This is an optimization exercise on Yosys and OpenROAD, whose aim is small area and a short achievable clock period, not a production implementation. In this exercise RTL edits were held to simulation tests only and were not proved equivalent to the original. The flow treats the clock pin as an ideal source. Dropping or thinning the clock tree relies on that and would not hold on a real chip.

Design booth_mult_top, start of the top module:
module booth_mult_top (
  input  wire        clk,
  input  wire [15:0] x,
  input  wire [15:0] y,
  output reg  [31:0] p
);
clock: 8.5 ns
lec_check: 0
cap_margin: 20
core_margin: 2
core_utilization: 40
setup_slack_margin: 3
slew_margin: 20
synth_hierarchical: 1
run.sh (not shown) runs the stock make flow with config.mk's settings and CLKGATE_MAP_FILE= SYNTH_SCRIPT=/design/flow/synth_recipe.tcl, a recipe that flattens the netlist after the stock synthesis.
The starting point completed without violations.
Next try:
==> flow/flow/run.sh (new file) <==
#!/bin/bash
# Standard ORFS layout with three changes: no half-adder cells (extract_fa
# finds only full adders), port buffers of the smallest buffer cell, and
# every combinational cell set to its smallest size before the floorplan's
# timing repair sizes up what the clock period needs.
export DONT_USE_CELLS="sky130_fd_sc_hd__ha_1 sky130_fd_sc_hd__ha_2 sky130_fd_sc_hd__ha_4"
export BUFFER_PORTS_ARGS="-buffer_cell sky130_fd_sc_hd__buf_1"
export PRE_FLOORPLAN_TCL=$PWD/flow/downsize.tcl
bash standard.sh > standard.log 2>&1
==> flow/flow/downsize.tcl (new file) <==
# Set every combinational cell to the smallest-area cell of its footprint
# (same function); the flow's repair steps then size up what timing needs.
set n 0
foreach inst [get_cells *] {
  set lc [get_lib_cells -of_objects $inst]
  set name [get_name $lc]
  if {![regexp {^(sky130_fd_sc_hd__[a-z0-9]+)_[0-9]+$} $name -> base]} { continue }
  if {[regexp {df|dl|sdf|tap|conb|clkbuf_16|decap|fill} $base]} { continue }
  set best $name
  set best_area [get_property $lc area]
  foreach c [get_lib_cells ${base}_*] {
    set cn [get_name $c]
    if {![regexp "^${base}_\[0-9\]+\$" $cn]} { continue }
    if {[info exists ::env(DONT_USE_CELLS)] && [lsearch -exact $::env(DONT_USE_CELLS) $cn] >= 0} { continue }
    if {[regexp {lpflow|probe} $cn]} { continue }
    set a [get_property $c area]
    if {$a < $best_area} { set best $cn; set best_area $a }
  }
  if {$best ne $name} {
    replace_cell $inst [get_lib_cells $best]
    incr n
  }
}
puts "downsize: replaced $n cells"
==> flow/standard.sh (new file) <==
#!/bin/bash
# synth_recipe.tcl (not shown) runs the flow's synth.tcl, then flattens the netlist and writes it again
# the make line also repeats each setting of config.mk as NAME=value (left out here)
make -C /OpenROAD-flow-scripts/flow DESIGN_CONFIG=/design/flow/config.mk WORK_HOME=/design/flow/orfs CLKGATE_MAP_FILE= SYNTH_SCRIPT=/design/flow/synth_recipe.tcl "${@:-finish}"
removed: flow/run.sh
Routed wire length decreases by about 6%.
Final area decreases by 14%.
Next try:
==> flow/flow/run.sh (replaced) <==
#!/bin/bash
bash standard.sh > standard.log 2>&1
removed: flow/flow/downsize.tcl
=> Synthesized cell count does not change. Worst setup slack is worse by 0.084 ns. Via count rose by 2.8%. Final cell count rose by 5.9%. Global-route usage fell by 0.43 points. Non-clock buffer count rose by 26.

Setup of JK:
booth_mult_top, a different RTL version from the one above (not shown whole).
Size: about 65 I/O pins.
export LEC_CHECK = 0
export CAP_MARGIN = 20
export CORE_MARGIN = 2
export CORE_UTILIZATION = 40
export SETUP_SLACK_MARGIN = 3
export SLEW_MARGIN = 20
export SYNTH_HIERARCHICAL = 1
create_clock -name core_clock -period 8.5 [get_ports {clk}]
standard.sh (not shown) runs the stock make flow with config.mk's settings and CLKGATE_MAP_FILE= SYNTH_SCRIPT=/design/flow/synth_recipe.tcl, a recipe that flattens the netlist after the stock synthesis.
==> flow/flow/run.sh <==
#!/bin/bash
# Standard ORFS layout (standard.sh) with these changes:
# - port buffers of the smallest buffer cell;
# - every combinational cell set to its smallest size before the
#   floorplan's timing repair sizes up what the clock period needs
#   (flow/downsize.tcl);
export BUFFER_PORTS_ARGS="-buffer_cell sky130_fd_sc_hd__buf_1"
export PRE_FLOORPLAN_TCL=$PWD/flow/downsize.tcl
export POST_CTS_TCL=$PWD/flow/skew3.tcl
export SKEW_STAGES="${SKEW_STAGES:-clkbuf_1 clkbuf_1 clkbuf_1 clkbuf_1 clkbuf_1 clkbuf_1 clkbuf_1 clkbuf_1 clkbuf_1 clkbuf_1 clkbuf_1 clkbuf_1 clkbuf_1 clkbuf_1 clkbuf_1 clkbuf_1 clkbuf_1 clkbuf_1}"
export SKEW_TAPBUF=${SKEW_TAPBUF:-clkbuf_8}
export SKEW_HOLD_MIN=${SKEW_HOLD_MIN:-0.05}
export SKEW_PAD_ALLOW=${SKEW_PAD_ALLOW:-1.0}
export SKEW_BIG_TAP_LOADS=${SKEW_BIG_TAP_LOADS:-10}
export SKEW_SLACK_GIVE=${SKEW_SLACK_GIVE:-0.05}
export SKEW_PAD_CELL=${SKEW_PAD_CELL:-dlygate4sd3_1}
export SKEW_REGS="${SKEW_REGS:-^p\\\\?\\[}"
bash standard.sh finish > standard.log 2>&1
Other scripts of this flow, unchanged in this note and not shown: flow/flow/downsize.tcl, flow/flow/skew3.tcl
Input-level comparison between MS and JK:
- swapping 3 for 2.5 in SETUP_SLACK_MARGIN
Results
Total wire length (MS over JK): increase, 4.7%
The proportion of cell area occupied by multi-input gates of MS is lower than that of JK.
Summary of MS over JK: critical path depth rose by 2, total area of sequential cells stayed essentially flat.
For the minimum clock period, MS came in 0.32 ns higher than JK did.
Number of fillers in the final layout in MS is 41 lower than in JK
As of MS, design area had risen by a few percent compared to JK.
MS ends up with a via count normalized by instance count that is 0.69% higher than in JK.
Share of cells above drive strength 1 (higher): JK

Setup of run A:
Another version of the RTL of booth_mult_top (not shown whole).
Size: roughly 65 I/O pins.
==> flow/design.v (excerpt) <==
module booth_mult_top (
  input  wire        clk,
  input  wire [15:0] x,
  input  wire [15:0] y,
  output reg  [31:0] p
);
==> flow/config.mk <==
export PLATFORM = sky130hd
export DESIGN_NAME = booth_mult_top
export DESIGN_NICKNAME = booth_mult_top
export VERILOG_FILES = /design/flow/design.v
export SDC_FILE = /design/flow/constraint.sdc
export NUM_CORES = 4
export LEC_CHECK = 0
export CAP_MARGIN = 20
export CORE_MARGIN = 2
export CORE_UTILIZATION = 40
export SETUP_SLACK_MARGIN = 3
export SLEW_MARGIN = 20
==> flow/constraint.sdc <==
create_clock -name core_clock -period 8.5 [get_ports {clk}]
set_input_delay 1.7000 -clock core_clock [delete_from_list [all_inputs] [get_ports {clk}]]
set_output_delay 1.7000 -clock core_clock [all_outputs]
set_load 0.01 [all_outputs]
run.sh (not shown) runs the stock make flow with config.mk's settings and CLKGATE_MAP_FILE= SYNTH_SCRIPT=/design/flow/synth_recipe.tcl, a recipe that flattens the netlist after the stock synthesis.
Stock flow here: none of the scripts above is used.
Run A went all the way through synthesis, placement and routing and the layout is clean on timing, DRC and antenna.
Input changes introduced in run B (baseline for comparison: run A):
Settings: SETUP_SLACK_MARGIN removed (was 3).
Results
[compare] base=run A new=run B: utilization went down by 1.6 points, total global-route track usage was more or less identical, final clock period utilization by the worst path went up by 6.5 points, final critical path time including I/O delays and setup went up by 550 ps.
[inputs] run C vs run B
Settings: ABC_AREA: unset -> 1; SETUP_SLACK_MARGIN: unset -> 3.
==> notes.md <==
- Wire length on met1: run C vs run B up 1800 um
- Run C ends up with a simple-gate portion of the synthesized area that is 2.4 points higher than in run B.
- Compared with run B, in run C final area has increased, critical path data arrival time went down 690 ps, final critical delay including setup and external delays has decreased, critical path depth grew by 2.

[what the ideal ports hide]
In the flow no input, the clock included, has a driving cell. The finished layouts below were timed again as built, in two steps. Step 1: set_driving_cell puts a clkbuf_16 on clk and a buf_2 on each other input, an assumption about the parent block. Step 2, shift: input delay + t, output delay - t, t = (earliest + latest rising clock arrival at the registers) / 2. This alone moves slack from input paths to output paths. Three values: no drivers, after step 1, after step 2; two values: the first two.
| run | t, ns | slack for setup (ns) | worst setup path at the end | clock arrival spread, ns | worst slew at a driven data input, ns | pins driven straight from the clock port |
|---|---|---|---|---|---|---|
| the first run of note 1 | 0.391 | 3.239 / 3.239 / 3.239 | register to register | 0.015 / 0.016 | 0.04 | 1 |
| the second run of note 1 | 0.385 | 3.323 / 3.323 / 3.323 | register to register | 0.010 / 0.010 | 0.03 | 1 |
| the third run of note 1 | 0.391 | 3.239 / 3.239 / 3.239 | register to register | 0.015 / 0.016 | 0.04 | 1 |
| JK | 1.002 | 4.395 / 4.395 / 4.395 | register to register | 1.659 / 1.659 | 0.03 | 3 |
| MS | 1.008 | 4.075 / 4.075 / 4.075 | register to register | 1.671 / 1.671 | 0.03 | 3 |
| run A | 0.390 | 3.208 / 3.208 / 3.208 | register to register | 0.013 / 0.013 | 0.04 | 1 |
| run B | 0.389 | 2.653 / 2.653 / 2.653 | register to register | 0.012 / 0.011 | 0.04 | 1 |
| run C | 0.390 | 3.329 / 3.329 / 3.329 | register to register | 0.010 / 0.010 | 0.03 | 1 |
Clock arrivals are far apart in JK and MS, so t is only a midpoint there and step 2 fits no single register.
